Background: an optimization exercise with open tools, aiming at small area, a short achievable clock period and few clock cycles per item. Do not read the settings as production practice. Only simulation tests tie the RTL to the original design; equivalence was not proved. Power figures rest on the tool's default switching activity, not on a simulated workload.

==> v11: inputs <==
==> flow/design.v (excerpt) <==
module md5(
  input          clock,
  input          reset,
  input  [127:0] io_in,
  input          io_in_valid,
  output [127:0] io_out,
  output         io_out_valid,
  output         io_ready
);
export LEC_CHECK = 0
export CAP_MARGIN = 20
export CORE_MARGIN = 2
export CORE_UTILIZATION = 60
export CTS_CLUSTER_DIAMETER = 100
export CTS_CLUSTER_SIZE = 25
export SLEW_MARGIN = 20
create_clock -name core_clock -period 13.5 [get_ports {clock}]
standard.sh (not shown) runs the stock make flow with config.mk's settings and CLKGATE_MAP_FILE= SYNTH_SCRIPT=/design/flow/synth_recipe.tcl, a recipe that flattens the netlist after the stock synthesis.
==> flow/flow/run.sh <==
#!/bin/bash
export SETUP_SLACK_MARGIN=9.3
bash standard.sh > standard.log 2>&1
==> v7: changes against v11 <==
--- a/flow/design.v
+++ b/flow/design.v
@@ -6,74 +6,80 @@
   output [127:0] io_out,
   output         io_out_valid,
   output         io_ready
 );
   reg         av0;
   reg [3:0]   ap0;
   reg [127:0] ax0;
   reg [31:0]  apre0, ab0, ac0, ad0;
+  reg [3:0]   aro0;   
   reg         bv0;
   reg [3:0]   bp0;
   reg [127:0] bx0;
   reg [31:0]  bsum0, bdk0, bb0, bc0;
+  reg [3:0]   bro0;   
   reg [1:0]   bws0;
   reg         av1;
   reg [3:0]   ap1;
   reg [127:0] ax1;
   reg [31:0]  apre1, ab1, ac1, ad1;
+  reg [3:0]   aro1;   
   reg         bv1;
   reg [3:0]   bp1;
   reg [127:0] bx1;
   reg [31:0]  bsum1, bdk1, bb1, bc1;
+  reg [3:0]   bro1;   
   reg [1:0]   bws1;
   reg         av2;
   reg [3:0]   ap2;
   reg [127:0] ax2;
   reg [31:0]  apre2, ab2, ac2, ad2;
+  reg [3:0]   aro2;   
   reg         bv2;
   reg [3:0]   bp2;
   reg [127:0] bx2;
   reg [31:0]  bsum2, bdk2, bb2, bc2;
+  reg [3:0]   bro2;   
   reg [1:0]   bws2;
   reg         av3;
   reg [3:0]   ap3;
   reg [127:0] ax3;
   reg [31:0]  apre3, ab3, ac3, ad3;
+  reg [3:0]   aro3;   
   reg         bv3;
   reg [3:0]   bp3;
   reg [127:0] bx3;
   reg [31:0]  bsum3, bdk3, bb3, bc3;
+  reg [3:0]   bro3;   
   reg [1:0]   bws3;
   reg         ov;
   reg         fst;    
   wire done = bv3 & (bp3 == 4'd15);
   reg         rdy;    
   wire free = rdy;
   wire accept = free & io_in_valid & ~reset;
   assign io_ready = free;
   assign io_out_valid = ov;
   assign io_out = {apre0, ab0, ac0, ad0};
   wire [1:0] ra0 = ap0[3:2];
-  reg [31:0] f0;
-  always @* begin
-    case (ra0)
-      2'd0: f0 = (ab0 & ac0) | (~ab0 & ad0);
-      2'd1: f0 = (ab0 & ad0) | (ac0 & ~ad0);
-      2'd2: f0 = ab0 ^ ac0 ^ ad0;
-      default: f0 = ac0 ^ (ab0 | ~ad0);
-    endcase
-  end
+  wire [31:0] f0 =
+    ({32{aro0[0]}} & ((ab0 & ac0) | (~ab0 & ad0))) |
+    ({32{aro0[1]}} & ((ab0 & ad0) | (ac0 & ~ad0))) |
+    ({32{aro0[2]}} & (ab0 ^ ac0 ^ ad0)) |
+    ({32{aro0[3]}} & (ac0 ^ (ab0 | ~ad0)));
   wire [31:0] opa0 = fst ? ax0[31:0] : apre0;
   wire [31:0] opb0 = fst ? 32'hd76aa477 : f0;
   wire [31:0] sum0;
   add32_sk u_sum0(.a(opa0), .b(opb0), .s(sum0));
   wire [31:0] be0 = fst ? 32'hefcdab89 : ab0;
   wire [31:0] ce0 = fst ? 32'h98badcfe : ac0;
   wire [31:0] de0 = fst ? 32'h10325476 : ad0;
+  wire [31:0] bq0 = be0;
+  wire [31:0] cq0 = ce0;
   wire [1:0] ws0 =
     ({2{ap0 == 4'd0}} & 2'd1) |
     ({2{ap0 == 4'd1}} & 2'd1) |
     ({2{ap0 == 4'd2}} & 2'd1) |
     ({2{ap0 == 4'd3}} & 2'd1) |
     ({2{ap0 == 4'd4}} & 2'd0) |
     ({2{ap0 == 4'd5}} & 2'd2) |
     ({2{ap0 == 4'd6}} & 2'd0) |
@@ -101,55 +107,49 @@
     ({32{ap0 == 4'd11}} & 32'he6db99e5) |
     ({32{ap0 == 4'd12}} & 32'h432aff97) |
     ({32{ap0 == 4'd13}} & 32'h8f0ccc92) |
     ({32{ap0 == 4'd14}} & 32'hfe2ce6e0) |
     ({32{ap0 == 4'd15}} & 32'hbd3af235);
   wire [31:0] dk0;
   add32_sk u_dk0(.a(de0), .b(kn0), .s(dk0));
   wire [1:0] rb0 = bp0[3:2];
-  reg [31:0] rot0;
-  always @* begin
-    case (rb0)
-      2'd0: rot0 = {bsum0[24:0], bsum0[31:25]};
-      2'd1: rot0 = {bsum0[26:0], bsum0[31:27]};
-      2'd2: rot0 = {bsum0[27:0], bsum0[31:28]};
-      default: rot0 = {bsum0[25:0], bsum0[31:26]};
-    endcase
-  end
+  wire [31:0] rot0 =
+    ({32{bro0[0]}} & {bsum0[24:0], bsum0[31:25]}) |
+    ({32{bro0[1]}} & {bsum0[26:0], bsum0[31:27]}) |
+    ({32{bro0[2]}} & {bsum0[27:0], bsum0[31:28]}) |
+    ({32{bro0[3]}} & {bsum0[25:0], bsum0[31:26]});
   reg [31:0] wn0;
   always @* begin
     case (bws0)
       2'd0: wn0 = bx0[31:0];
       2'd1: wn0 = bx0[63:32];
       2'd2: wn0 = bx0[95:64];
       default: wn0 = bx0[127:96];
     endcase
   end
   wire [31:0] nb0;
   add32_sk u_nb0(.a(bb0), .b(rot0), .s(nb0));
   wire [31:0] nc0 = bb0;
   wire [31:0] nd0 = bc0;
   wire [31:0] npre0;
   add32_sk u_npre0(.a(bdk0), .b(wn0), .s(npre0));
   wire [1:0] ra1 = ap1[3:2];
-  reg [31:0] f1;
-  always @* begin
-    case (ra1)
-      2'd0: f1 = (ab1 & ac1) | (~ab1 & ad1);
-      2'd1: f1 = (ab1 & ad1) | (ac1 & ~ad1);
-      2'd2: f1 = ab1 ^ ac1 ^ ad1;
-      default: f1 = ac1 ^ (ab1 | ~ad1);
-    endcase
-  end
+  wire [31:0] f1 =
+    ({32{aro1[0]}} & ((ab1 & ac1) | (~ab1 & ad1))) |
+    ({32{aro1[1]}} & ((ab1 & ad1) | (ac1 & ~ad1))) |
+    ({32{aro1[2]}} & (ab1 ^ ac1 ^ ad1)) |
+    ({32{aro1[3]}} & (ac1 ^ (ab1 | ~ad1)));
   wire [31:0] sum1;
   add32_sk u_sum1(.a(apre1), .b(f1), .s(sum1));
   wire [31:0] be1 = ab1;
   wire [31:0] ce1 = ac1;
   wire [31:0] de1 = ad1;
+  wire [31:0] bq1 = be1;
+  wire [31:0] cq1 = ce1;
   wire [1:0] ws1 =
     ({2{ap1 == 4'd0}} & 2'd2) |
     ({2{ap1 == 4'd1}} & 2'd2) |
     ({2{ap1 == 4'd2}} & 2'd2) |
     ({2{ap1 == 4'd3}} & 2'd2) |
     ({2{ap1 == 4'd4}} & 2'd1) |
     ({2{ap1 == 4'd5}} & 2'd3) |
     ({2{ap1 == 4'd6}} & 2'd1) |
@@ -177,55 +177,49 @@
     ({32{ap1 == 4'd11}} & 32'h1fa27cf8) |
     ({32{ap1 == 4'd12}} & 32'hab9423a7) |
     ({32{ap1 == 4'd13}} & 32'hffeff47d) |
     ({32{ap1 == 4'd14}} & 32'ha3014314) |
     ({32{ap1 == 4'd15}} & 32'h2ad7d2bb);
   wire [31:0] dk1;
   add32_sk u_dk1(.a(de1), .b(kn1), .s(dk1));
   wire [1:0] rb1 = bp1[3:2];
-  reg [31:0] rot1;
-  always @* begin
-    case (rb1)
-      2'd0: rot1 = {bsum1[19:0], bsum1[31:20]};
-      2'd1: rot1 = {bsum1[22:0], bsum1[31:23]};
-      2'd2: rot1 = {bsum1[20:0], bsum1[31:21]};
-      default: rot1 = {bsum1[21:0], bsum1[31:22]};
-    endcase
-  end
+  wire [31:0] rot1 =
+    ({32{bro1[0]}} & {bsum1[19:0], bsum1[31:20]}) |
+    ({32{bro1[1]}} & {bsum1[22:0], bsum1[31:23]}) |
+    ({32{bro1[2]}} & {bsum1[20:0], bsum1[31:21]}) |
+    ({32{bro1[3]}} & {bsum1[21:0], bsum1[31:22]});
   reg [31:0] wn1;
   always @* begin
     case (bws1)
       2'd0: wn1 = bx1[31:0];
       2'd1: wn1 = bx1[63:32];
       2'd2: wn1 = bx1[95:64];
       default: wn1 = bx1[127:96];
     endcase
   end
   wire [31:0] nb1;
   add32_sk u_nb1(.a(bb1), .b(rot1), .s(nb1));
   wire [31:0] nc1 = bb1;
   wire [31:0] nd1 = bc1;
   wire [31:0] npre1;
   add32_sk u_npre1(.a(bdk1), .b(wn1), .s(npre1));
   wire [1:0] ra2 = ap2[3:2];
-  reg [31:0] f2;
-  always @* begin
-    case (ra2)
-      2'd0: f2 = (ab2 & ac2) | (~ab2 & ad2);
-      2'd1: f2 = (ab2 & ad2) | (ac2 & ~ad2);
-      2'd2: f2 = ab2 ^ ac2 ^ ad2;
-      default: f2 = ac2 ^ (ab2 | ~ad2);
-    endcase
-  end
+  wire [31:0] f2 =
+    ({32{aro2[0]}} & ((ab2 & ac2) | (~ab2 & ad2))) |
+    ({32{aro2[1]}} & ((ab2 & ad2) | (ac2 & ~ad2))) |
+    ({32{aro2[2]}} & (ab2 ^ ac2 ^ ad2)) |
+    ({32{aro2[3]}} & (ac2 ^ (ab2 | ~ad2)));
   wire [31:0] sum2;
   add32_sk u_sum2(.a(apre2), .b(f2), .s(sum2));
   wire [31:0] be2 = ab2;
   wire [31:0] ce2 = ac2;
   wire [31:0] de2 = ad2;
+  wire [31:0] bq2 = be2;
+  wire [31:0] cq2 = ce2;
   wire [1:0] ws2 =
     ({2{ap2 == 4'd0}} & 2'd3) |
     ({2{ap2 == 4'd1}} & 2'd3) |
     ({2{ap2 == 4'd2}} & 2'd3) |
     ({2{ap2 == 4'd3}} & 2'd3) |
     ({2{ap2 == 4'd4}} & 2'd1) |
     ({2{ap2 == 4'd5}} & 2'd3) |
     ({2{ap2 == 4'd6}} & 2'd1) |
@@ -253,55 +247,50 @@
     ({32{ap2 == 4'd11}} & 32'hc4ac5665) |
     ({32{ap2 == 4'd12}} & 32'hfc93a039) |
     ({32{ap2 == 4'd13}} & 32'h85845dd1) |
     ({32{ap2 == 4'd14}} & 32'h4e0811a1) |
     ({32{ap2 == 4'd15}} & 32'heb86d391);
   wire [31:0] dk2;
   add32_sk u_dk2(.a(de2), .b(kn2), .s(dk2));
   wire [1:0] rb2 = bp2[3:2];
-  reg [31:0] rot2;
-  always @* begin
-    case (rb2)
-      2'd0: rot2 = {bsum2[14:0], bsum2[31:15]};
-      2'd1: rot2 = {bsum2[17:0], bsum2[31:18]};
-      2'd2: rot2 = {bsum2[15:0], bsum2[31:16]};
-      default: rot2 = {bsum2[16:0], bsum2[31:17]};
-    endcase
-  end
+  wire [31:0] rot2 =
+    ({32{bro2[0]}} & {bsum2[14:0], bsum2[31:15]}) |
+    ({32{bro2[1]}} & {bsum2[17:0], bsum2[31:18]}) |
+    ({32{bro2[2]}} & {bsum2[15:0], bsum2[31:16]}) |
+    ({32{bro2[3]}} & {bsum2[16:0], bsum2[31:17]});
   reg [31:0] wn2;
   always @* begin
     case (bws2)
       2'd0: wn2 = bx2[31:0];
       2'd1: wn2 = bx2[63:32];
       2'd2: wn2 = bx2[95:64];
       default: wn2 = bx2[127:96];
     endcase
   end
   wire [31:0] nb2;
   add32_sk u_nb2(.a(bb2), .b(rot2), .s(nb2));
   wire [31:0] nc2 = bb2;
   wire [31:0] nd2 = bc2;
   wire [31:0] npre2;
   add32_sk u_npre2(.a(bdk2), .b(wn2), .s(npre2));
   wire [1:0] ra3 = ap3[3:2];
-  reg [31:0] f3;
-  always @* begin
-    case (ra3)
-      2'd0: f3 = (ab3 & ac3) | (~ab3 & ad3);
-      2'd1: f3 = (ab3 & ad3) | (ac3 & ~ad3);
-      2'd2: f3 = ab3 ^ ac3 ^ ad3;
-      default: f3 = ac3 ^ (ab3 | ~ad3);
-    endcase
-  end
+  wire [31:0] f3 =
+    ({32{aro3[0]}} & ((ab3 & ac3) | (~ab3 & ad3))) |
+    ({32{aro3[1]}} & ((ab3 & ad3) | (ac3 & ~ad3))) |
+    ({32{aro3[2]}} & (ab3 ^ ac3 ^ ad3)) |
+    ({32{aro3[3]}} & (ac3 ^ (ab3 | ~ad3)));
   wire [31:0] sum3;
   add32_sk u_sum3(.a(apre3), .b(f3), .s(sum3));
   wire [31:0] be3 = ab3;
   wire [31:0] ce3 = ac3;
   wire [31:0] de3 = ad3;
+  wire alast = (ap3 == 4'd15);
+  wire [31:0] bq3 = alast ? be3 + 32'hefcdab89 : be3;
+  wire [31:0] cq3 = alast ? ce3 + 32'h10325476 : ce3;
   wire [1:0] ws3 =
     ({2{ap3 == 4'd0}} & 2'd0) |
     ({2{ap3 == 4'd1}} & 2'd0) |
     ({2{ap3 == 4'd2}} & 2'd0) |
     ({2{ap3 == 4'd3}} & 2'd0) |
     ({2{ap3 == 4'd4}} & 2'd2) |
     ({2{ap3 == 4'd5}} & 2'd0) |
     ({2{ap3 == 4'd6}} & 2'd2) |
@@ -329,79 +318,84 @@
     ({32{ap3 == 4'd11}} & 32'hf4292244) |
     ({32{ap3 == 4'd12}} & 32'h655b59c3) |
     ({32{ap3 == 4'd13}} & 32'h6fa87e4f) |
     ({32{ap3 == 4'd14}} & 32'hf7537e82) |
     ({32{ap3 == 4'd15}} & 32'h67452301);
   wire [31:0] dk3;
   add32_sk u_dk3(.a(de3), .b(kn3), .s(dk3));
   wire [1:0] rb3 = bp3[3:2];
-  reg [31:0] rot3;
-  always @* begin
-    case (rb3)
-      2'd0: rot3 = {bsum3[9:0], bsum3[31:10]};
-      2'd1: rot3 = {bsum3[11:0], bsum3[31:12]};
-      2'd2: rot3 = {bsum3[8:0], bsum3[31:9]};
-      default: rot3 = {bsum3[10:0], bsum3[31:11]};
-    endcase
-  end
+  wire [31:0] rot3 =
+    ({32{bro3[0]}} & {bsum3[9:0], bsum3[31:10]}) |
+    ({32{bro3[1]}} & {bsum3[11:0], bsum3[31:12]}) |
+    ({32{bro3[2]}} & {bsum3[8:0], bsum3[31:9]}) |
+    ({32{bro3[3]}} & {bsum3[10:0], bsum3[31:11]});
   reg [31:0] wn3;
   always @* begin
     case (bws3)
       2'd0: wn3 = bx3[31:0];
       2'd1: wn3 = bx3[63:32];
       2'd2: wn3 = bx3[95:64];
       default: wn3 = bx3[127:96];
     endcase
   end
   wire blast = (bp3 == 4'd15);
-  wire [31:0] bbx3 = blast ? bb3 + 32'hefcdab89 : bb3;
   wire [31:0] nb3;
-  add32_sk u_nb3(.a(bbx3), .b(rot3), .s(nb3));
-  wire [31:0] nc3 = blast ? bb3 + 32'h98badcfe : bb3;
-  wire [31:0] nd3 = blast ? bc3 + 32'h10325476 : bc3;
+  add32_sk u_nb3(.a(bb3), .b(rot3), .s(nb3));
+  wire [31:0] nc3 = blast ? bb3 + 32'ha8ed3175 : bb3;
+  wire [31:0] nd3 = bc3;
   wire [31:0] wm3 = blast ? 32'd0 : wn3;
   wire [31:0] npre3;
   add32_sk u_npre3(.a(bdk3), .b(wm3), .s(npre3));
+  wire [3:0] ap0n = bv3 ? bp3 + 4'd1 : 4'd0;
+  wire [1:0] ap0n_r = ap0n[3:2];
   always @(posedge clock) begin
     ov <= ~reset & done;
     av0 <= accept | (~reset & bv3 & ~done);
     ap0 <= bv3 ? bp3 + 4'd1 : 4'd0;
+    aro0 <= 4'd1 << ap0n_r;
     fst <= free;
     rdy <= reset | ~av3 | (ap3 == 4'd15);
     ax0 <= free ? io_in : bx3;
     apre0 <= npre3; ab0 <= nb3; ac0 <= nc3; ad0 <= nd3;
     bv0 <= ~reset & av0;
     bp0 <= ap0;
+    bro0 <= aro0;
     bx0 <= ax0;
-    bsum0 <= sum0; bdk0 <= dk0; bb0 <= be0; bc0 <= ce0; bws0 <= ws0;
+    bsum0 <= sum0; bdk0 <= dk0; bb0 <= bq0; bc0 <= cq0; bws0 <= ws0;
     av1 <= ~reset & bv0;
     ap1 <= bp0;
+    aro1 <= bro0;
     ax1 <= bx0;
     apre1 <= npre0; ab1 <= nb0; ac1 <= nc0; ad1 <= nd0;
     bv1 <= ~reset & av1;
     bp1 <= ap1;
+    bro1 <= aro1;
     bx1 <= ax1;
-    bsum1 <= sum1; bdk1 <= dk1; bb1 <= be1; bc1 <= ce1; bws1 <= ws1;
+    bsum1 <= sum1; bdk1 <= dk1; bb1 <= bq1; bc1 <= cq1; bws1 <= ws1;
     av2 <= ~reset & bv1;
     ap2 <= bp1;
+    aro2 <= bro1;
     ax2 <= bx1;
     apre2 <= npre1; ab2 <= nb1; ac2 <= nc1; ad2 <= nd1;
     bv2 <= ~reset & av2;
     bp2 <= ap2;
+    bro2 <= aro2;
     bx2 <= ax2;
-    bsum2 <= sum2; bdk2 <= dk2; bb2 <= be2; bc2 <= ce2; bws2 <= ws2;
+    bsum2 <= sum2; bdk2 <= dk2; bb2 <= bq2; bc2 <= cq2; bws2 <= ws2;
     av3 <= ~reset & bv2;
     ap3 <= bp2;
+    aro3 <= bro2;
     ax3 <= bx2;
     apre3 <= npre2; ab3 <= nb2; ac3 <= nc2; ad3 <= nd2;
     bv3 <= ~reset & av3;
     bp3 <= ap3;
+    bro3 <= aro3;
     bx3 <= ax3;
-    bsum3 <= sum3; bdk3 <= dk3; bb3 <= be3; bc3 <= ce3; bws3 <= ws3;
+    bsum3 <= sum3; bdk3 <= dk3; bb3 <= bq3; bc3 <= cq3; bws3 <= ws3;
   end
 endmodule
 module add32_sk(input [31:0] a, input [31:0] b, output [31:0] s);
   wire [31:0] p0 = a ^ b;
   wire [31:0] g0 = a & b;
   wire gg1 = g0[1] | (p0[1] & g0[0]);
   wire pp1 = p0[1] & p0[0];
   wire gg2 = g0[3] | (p0[3] & g0[2]);
==> flow/flow/run.sh (replaced) <==
#!/bin/bash
# The standard layout (standard.sh: unchanged synthesis, SDC and steps)
# with two resizer settings changed:
# - the port buffers are buf_4 cells rather than the default delay-buffer
#   cells (every port still gets its own buffer).
export SETUP_SLACK_MARGIN=9.3
export BUFFER_PORTS_ARGS="-buffer_cell sky130_fd_sc_hd__buf_4"
bash standard.sh > standard.log 2>&1
- CTS_CLUSTER_DIAMETER: 100 -> 80
==> v3: changes against v11 <==
--- a/flow/design.v
+++ b/flow/design.v
@@ -64,16 +64,18 @@
   end
   wire [31:0] opa0 = fst ? ax0[31:0] : apre0;
   wire [31:0] opb0 = fst ? 32'hd76aa477 : f0;
   wire [31:0] sum0;
   add32_sk u_sum0(.a(opa0), .b(opb0), .s(sum0));
   wire [31:0] be0 = fst ? 32'hefcdab89 : ab0;
   wire [31:0] ce0 = fst ? 32'h98badcfe : ac0;
   wire [31:0] de0 = fst ? 32'h10325476 : ad0;
+  wire [31:0] bq0 = be0;
+  wire [31:0] cq0 = ce0;
   wire [1:0] ws0 =
     ({2{ap0 == 4'd0}} & 2'd1) |
     ({2{ap0 == 4'd1}} & 2'd1) |
     ({2{ap0 == 4'd2}} & 2'd1) |
     ({2{ap0 == 4'd3}} & 2'd1) |
     ({2{ap0 == 4'd4}} & 2'd0) |
     ({2{ap0 == 4'd5}} & 2'd2) |
     ({2{ap0 == 4'd6}} & 2'd0) |
@@ -140,16 +142,18 @@
       default: f1 = ac1 ^ (ab1 | ~ad1);
     endcase
   end
   wire [31:0] sum1;
   add32_sk u_sum1(.a(apre1), .b(f1), .s(sum1));
   wire [31:0] be1 = ab1;
   wire [31:0] ce1 = ac1;
   wire [31:0] de1 = ad1;
+  wire [31:0] bq1 = be1;
+  wire [31:0] cq1 = ce1;
   wire [1:0] ws1 =
     ({2{ap1 == 4'd0}} & 2'd2) |
     ({2{ap1 == 4'd1}} & 2'd2) |
     ({2{ap1 == 4'd2}} & 2'd2) |
     ({2{ap1 == 4'd3}} & 2'd2) |
     ({2{ap1 == 4'd4}} & 2'd1) |
     ({2{ap1 == 4'd5}} & 2'd3) |
     ({2{ap1 == 4'd6}} & 2'd1) |
@@ -216,16 +220,18 @@
       default: f2 = ac2 ^ (ab2 | ~ad2);
     endcase
   end
   wire [31:0] sum2;
   add32_sk u_sum2(.a(apre2), .b(f2), .s(sum2));
   wire [31:0] be2 = ab2;
   wire [31:0] ce2 = ac2;
   wire [31:0] de2 = ad2;
+  wire [31:0] bq2 = be2;
+  wire [31:0] cq2 = ce2;
   wire [1:0] ws2 =
     ({2{ap2 == 4'd0}} & 2'd3) |
     ({2{ap2 == 4'd1}} & 2'd3) |
     ({2{ap2 == 4'd2}} & 2'd3) |
     ({2{ap2 == 4'd3}} & 2'd3) |
     ({2{ap2 == 4'd4}} & 2'd1) |
     ({2{ap2 == 4'd5}} & 2'd3) |
     ({2{ap2 == 4'd6}} & 2'd1) |
@@ -292,16 +298,19 @@
       default: f3 = ac3 ^ (ab3 | ~ad3);
     endcase
   end
   wire [31:0] sum3;
   add32_sk u_sum3(.a(apre3), .b(f3), .s(sum3));
   wire [31:0] be3 = ab3;
   wire [31:0] ce3 = ac3;
   wire [31:0] de3 = ad3;
+  wire alast = (ap3 == 4'd15);
+  wire [31:0] bq3 = alast ? be3 + 32'hefcdab89 : be3;
+  wire [31:0] cq3 = alast ? ce3 + 32'h10325476 : ce3;
   wire [1:0] ws3 =
     ({2{ap3 == 4'd0}} & 2'd0) |
     ({2{ap3 == 4'd1}} & 2'd0) |
     ({2{ap3 == 4'd2}} & 2'd0) |
     ({2{ap3 == 4'd3}} & 2'd0) |
     ({2{ap3 == 4'd4}} & 2'd2) |
     ({2{ap3 == 4'd5}} & 2'd0) |
     ({2{ap3 == 4'd6}} & 2'd2) |
@@ -348,60 +357,59 @@
     case (bws3)
       2'd0: wn3 = bx3[31:0];
       2'd1: wn3 = bx3[63:32];
       2'd2: wn3 = bx3[95:64];
       default: wn3 = bx3[127:96];
     endcase
   end
   wire blast = (bp3 == 4'd15);
-  wire [31:0] bbx3 = blast ? bb3 + 32'hefcdab89 : bb3;
   wire [31:0] nb3;
-  add32_sk u_nb3(.a(bbx3), .b(rot3), .s(nb3));
-  wire [31:0] nc3 = blast ? bb3 + 32'h98badcfe : bb3;
-  wire [31:0] nd3 = blast ? bc3 + 32'h10325476 : bc3;
+  add32_sk u_nb3(.a(bb3), .b(rot3), .s(nb3));
+  wire [31:0] nc3 = blast ? bb3 + 32'ha8ed3175 : bb3;
+  wire [31:0] nd3 = bc3;
   wire [31:0] wm3 = blast ? 32'd0 : wn3;
   wire [31:0] npre3;
   add32_sk u_npre3(.a(bdk3), .b(wm3), .s(npre3));
   always @(posedge clock) begin
     ov <= ~reset & done;
     av0 <= accept | (~reset & bv3 & ~done);
     ap0 <= bv3 ? bp3 + 4'd1 : 4'd0;
     fst <= free;
     rdy <= reset | ~av3 | (ap3 == 4'd15);
     ax0 <= free ? io_in : bx3;
     apre0 <= npre3; ab0 <= nb3; ac0 <= nc3; ad0 <= nd3;
     bv0 <= ~reset & av0;
     bp0 <= ap0;
     bx0 <= ax0;
-    bsum0 <= sum0; bdk0 <= dk0; bb0 <= be0; bc0 <= ce0; bws0 <= ws0;
+    bsum0 <= sum0; bdk0 <= dk0; bb0 <= bq0; bc0 <= cq0; bws0 <= ws0;
     av1 <= ~reset & bv0;
     ap1 <= bp0;
     ax1 <= bx0;
     apre1 <= npre0; ab1 <= nb0; ac1 <= nc0; ad1 <= nd0;
     bv1 <= ~reset & av1;
     bp1 <= ap1;
     bx1 <= ax1;
-    bsum1 <= sum1; bdk1 <= dk1; bb1 <= be1; bc1 <= ce1; bws1 <= ws1;
+    bsum1 <= sum1; bdk1 <= dk1; bb1 <= bq1; bc1 <= cq1; bws1 <= ws1;
     av2 <= ~reset & bv1;
     ap2 <= bp1;
     ax2 <= bx1;
     apre2 <= npre1; ab2 <= nb1; ac2 <= nc1; ad2 <= nd1;
     bv2 <= ~reset & av2;
     bp2 <= ap2;
     bx2 <= ax2;
-    bsum2 <= sum2; bdk2 <= dk2; bb2 <= be2; bc2 <= ce2; bws2 <= ws2;
+    bsum2 <= sum2; bdk2 <= dk2; bb2 <= bq2; bc2 <= cq2; bws2 <= ws2;
     av3 <= ~reset & bv2;
     ap3 <= bp2;
     ax3 <= bx2;
     apre3 <= npre2; ab3 <= nb2; ac3 <= nc2; ad3 <= nd2;
     bv3 <= ~reset & av3;
     bp3 <= ap3;
     bx3 <= ax3;
-    bsum3 <= sum3; bdk3 <= dk3; bb3 <= be3; bc3 <= ce3; bws3 <= ws3;
+    bsum3 <= sum3; bdk3 <= dk3; bb3 <= bq3; bc3 <= cq3; bws3 <= ws3;
   end
 endmodule
 module add32_sk(input [31:0] a, input [31:0] b, output [31:0] s);
   wire [31:0] p0 = a ^ b;
   wire [31:0] g0 = a & b;
   wire gg1 = g0[1] | (p0[1] & g0[0]);
   wire pp1 = p0[1] & p0[0];
   wire gg2 = g0[3] | (p0[3] & g0[2]);
==> flow/run.sh (new file) <==
#!/bin/bash
# synth_recipe.tcl (not shown) runs the flow's synth.tcl, then flattens the netlist and writes it again
# the make line also repeats each setting of config.mk as NAME=value (left out here)
make -C /OpenROAD-flow-scripts/flow DESIGN_CONFIG=/design/flow/config.mk WORK_HOME=/design/flow/orfs CLKGATE_MAP_FILE= SYNTH_SCRIPT=/design/flow/synth_recipe.tcl finish
- CTS_CLUSTER_DIAMETER: 100 -> 80
- SETUP_SLACK_MARGIN: not set -> 5
removed: flow/flow/run.sh
removed: flow/standard.sh
==> summary.txt <==
- Status: complete, no violations
- Wire length per cell: 29.3 um
- Synthesis-stage register bit count: 2099
- Worst setup path startpoint: ap3[3]
- Die area: 142000 um2
- CLK BUF: 114
- Non-Filler Instances: 9606
- Comb power frac: 0.309
- Setup slack, reg-to-reg: 7.69 ns
- Share of the synthesized area in the top cell type: 0.505
- Design area: 90800 um2
- Core area: 138000 um2
- Clock group share of total power: 0.197
- Critical path capture point: bsum3[30]
- Fillcell total: 10500
- Worst-path fanout max: 62
Source of the figures above: v3

==> summary.txt <==
- Core area: 140000 um2
- CLK BUF: 115
- Design area: 92400 um2
- Synthesis-stage register bit count: 2131
- Clock group share of total power: 0.191
- Status: complete, no violations
- Non-Filler Instances: 10000
- Worst-path fanout max: 4
- Fillcell total: 10800
Source of the figures above: v7

==> summary.txt <==
- Design area: 93700 um2
- Worst setup path startpoint: ab0[14]
- Synthesis-stage register bit count: 2099
- Die area: 142000 um2
- Status: complete, no violations
- Critical path capture point: io_out[78]
- Setup slack, reg-to-reg: 9.36 ns
- Non-Filler Instances: 9833
Source of the figures above: v11

Testbench counts of v11, summed over its fixed seeds: cycles 12,360, items 768.
Testbench counts of v7, summed over its fixed seeds: cycles 12,360, items 768.
Testbench counts of v3, summed over its fixed seeds: cycles 12,360, items 768.

## port drivers added, routing unchanged
The flow's constraints put no driver on any port. The routed layouts listed below were extracted and timed again, unchanged, in two steps. Step 1 sets driving cells, clkbuf_16 on the clock port and buf_2 on the other inputs (assumed; they add their load-dependent delay and slew). Step 2 moves the port delays by t, midway between the first and last clock arrival at a register: inputs arrive t later, outputs are due t later. That takes back most of the time a late clock gives input paths. Three values: ideal, step 1, step 2; two values: the first two.
run | t, ns | slack for setup (ns) | worst slew at a driven data input, ns | pins driven straight from the clock port
v11 | 0.855 | 9.293 / 9.212 / 8.826 | 0.05 | 1
v7 | 0.871 | 9.290 / 9.208 / 9.344 | 0.06 | 1
v3 | 0.842 | 7.693 / 7.693 / 7.693 | 0.06 | 1
After both steps setup and hold are still met in every run listed. For v11, which loses most, drivers alone change the setup slack by -0.081 ns; drivers and shift together by -0.467 ns.
